What follows belongs to an exercise in optimizing a design on an open flow for small area; a production flow would make more cautious choices. Function was checked by simulation only, so behaviour that the tests miss may differ from the original. Power figures rest on the tool's default switching activity, not on a simulated workload.

Setup of build 44:
// Core
module Core (
  input  logic        clock,
  input  logic        reset,
  output logic [31:0] imem_addr,
  input  logic [31:0] imem_rdata,
  output logic        dmem_req,
  output logic [31:0] dmem_addr,
  input  logic [31:0] dmem_rdata,
  output logic        wb_valid,
  output logic [4:0]  wb_addr,
  output logic [31:0] wb_data
);
Size in the first run: about 3200 cells after synthesis.
==> flow/config.mk <==
export PLATFORM = sky130hd
export DESIGN_NAME = Core
export DESIGN_NICKNAME = Core
export VERILOG_FILES = /design/flow/design.v
export SDC_FILE = /design/flow/constraint.sdc
export NUM_CORES = 4
export LEC_CHECK = 0
export CAP_MARGIN = 20
export CORE_MARGIN = 2
export CORE_UTILIZATION = 50
export CTS_CLUSTER_DIAMETER = 60
export CTS_CLUSTER_SIZE = 30
export PLACE_DENSITY = 0.6
export SLEW_MARGIN = 20
export SYNTH_HIERARCHICAL = 1
==> flow/constraint.sdc <==
create_clock -name core_clock -period 8.0 [get_ports {clock}]
set_input_delay 1.6000 -clock core_clock [delete_from_list [all_inputs] [get_ports {clock}]]
set_output_delay 1.6000 -clock core_clock [all_outputs]
set_load 0.01 [all_outputs]
run.sh (not shown) runs the stock make flow with config.mk's settings and CLKGATE_MAP_FILE= SYNTH_SCRIPT=/design/flow/synth_recipe.tcl, a recipe that flattens the netlist after the stock synthesis.
What build 60 does differently from build 44 at the input level:
# build 44
export LEC_CHECK = 0
export CAP_MARGIN = 20
export CORE_MARGIN = 2
export CORE_UTILIZATION = 50
export CTS_CLUSTER_DIAMETER = 60
export CTS_CLUSTER_SIZE = 30
export PLACE_DENSITY = 0.6
export SLEW_MARGIN = 20
export SYNTH_HIERARCHICAL = 1
create_clock -name core_clock -period 8.0 [get_ports {clock}]
# build 60
export LEC_CHECK = 0
export CAP_MARGIN = 20
export CORE_MARGIN = 2
export CORE_UTILIZATION = 50
export PLACE_DENSITY = 0.6
export SLEW_MARGIN = 20
export SYNTH_HIERARCHICAL = 1
create_clock -name core_clock -period 8.0 [get_ports {clock}]
==> flow/flow/run.sh (new file) <==
#!/bin/bash
# Layout flow: the standard ORFS flow, with two changes of how the layout
# is built (the design, clock period and constraints are unchanged):
#  - ports are buffered with the smallest buffer cell instead of the default;
#  - clock tree synthesis clusters more sinks per leaf buffer and inserts no
#    dummy loads.
# Each tool's full output stays in orfs/logs/ (ORFS's own per-step logs) and
# the make output in flow_make.log, both in this work folder.
set -euo pipefail
export BUFFER_PORTS_ARGS="-buffer_cell sky130_fd_sc_hd__buf_1"
export CTS_ARGS="-sink_clustering_enable -repair_clock_nets -dont_use_dummy_load -sink_clustering_size 30 -sink_clustering_max_diameter 60 -buf_list sky130_fd_sc_hd__clkbuf_16"
bash standard.sh > flow_make.log 2>&1
==> flow/standard.sh (new file) <==
#!/bin/bash
# synth_recipe.tcl (not shown) runs the flow's synth.tcl, then flattens the netlist and writes it again
# the make line also repeats each setting of config.mk as NAME=value (left out here)
make -C /OpenROAD-flow-scripts/flow DESIGN_CONFIG=/design/flow/config.mk WORK_HOME=/design/flow/orfs CLKGATE_MAP_FILE= SYNTH_SCRIPT=/design/flow/synth_recipe.tcl "${@:-finish}"
removed: flow/run.sh
Findings:
Per the comparison of build 60 with build 44, buffers plus inverters on the worst setup path has increased; number of clock-tree buffers in the layout has increased; part of the total power dissipated in combinational logic has decreased. The run showing the greater part of the power in registers is build 60. For the share of cells above drive strength 1, build 60 came in 1.3 points lower than build 44 did. Build 60 ended with less clock share of power than build 44. On power of the sequential group, build 60 tracks build 44 almost exactly. Of build 44 and build 60, the lower worst reg2reg path depth belongs to build 44. Build 44 and build 60 all finish clean. Per the comparison of build 60 with build 44, critical path depth went up by 1, longest individual stage delay on the worst path went down by 0.34 ns, clock transition at the registers of the reported paths was more or less identical.
### build 60 -> build 76
# build 60
export LEC_CHECK = 0
export CAP_MARGIN = 20
export CORE_MARGIN = 2
export CORE_UTILIZATION = 50
export PLACE_DENSITY = 0.6
export SLEW_MARGIN = 20
export SYNTH_HIERARCHICAL = 1
create_clock -name core_clock -period 8.0 [get_ports {clock}]
# build 76
export LEC_CHECK = 0
export CAP_MARGIN = 10
export CORE_MARGIN = 2
export CORE_UTILIZATION = 50
export PLACE_DENSITY = 0.6
export SLEW_MARGIN = 10
export SYNTH_HIERARCHICAL = 1
create_clock -name core_clock -period 8.0 [get_ports {clock}]
diff --git a/flow/flow/run.sh b/flow/flow/run.sh
--- a/flow/flow/run.sh
+++ b/flow/flow/run.sh
@@ -10,3 +10,3 @@
 export BUFFER_PORTS_ARGS="-buffer_cell sky130_fd_sc_hd__buf_1"
-export CTS_ARGS="-sink_clustering_enable -repair_clock_nets -dont_use_dummy_load -sink_clustering_size 30 -sink_clustering_max_diameter 60 -buf_list sky130_fd_sc_hd__clkbuf_16"
+export CTS_ARGS="-sink_clustering_enable -repair_clock_nets -dont_use_dummy_load -sink_clustering_size 25 -sink_clustering_max_diameter 100 -buf_list sky130_fd_sc_hd__clkbuf_16"
 bash standard.sh > flow_make.log 2>&1
Findings:
Build 76 closes out successfully: all stages finished, all timing, DRC and antenna checks passed.
Transition time at the pin with the least slew margin (lower): build 60
[build 76 vs build 60] clock network fraction of design power: lower in build 76
Overall power in build 76 vs build 60: down about 7%
Build 76 has combinational group share of total power above what build 60 had.

==> what the ideal ports hide <==
The results above use ideal ports. As a check the final layouts listed here were re-extracted and re-timed, cells and wires unchanged. Step 1, drivers: a clkbuf_16 drives clock and a buf_2 each remaining input, both assumed. Step 2 also shifts input and output timing later by t, the mid clock arrival at the registers, as if the neighbouring blocks saw the same clock. Slacks: ideal ports / drivers / drivers and shift; pairs: ideal ports / drivers.
| run | t, ns | slack for setup (ns) | latest minus earliest clock arrival (ns) |
|---|---|---|---|
| build 44 | 0.774 | 0.592 / 0.592 / 0.592 | 0.036 / 0.035 |
| build 60 | 0.744 | 0.898 / 0.898 / 0.898 | 0.085 / 0.085 |
| build 76 | 0.760 | 0.864 / 0.864 / 0.864 | 0.062 / 0.062 |
After both steps setup and hold are still met in every run listed.
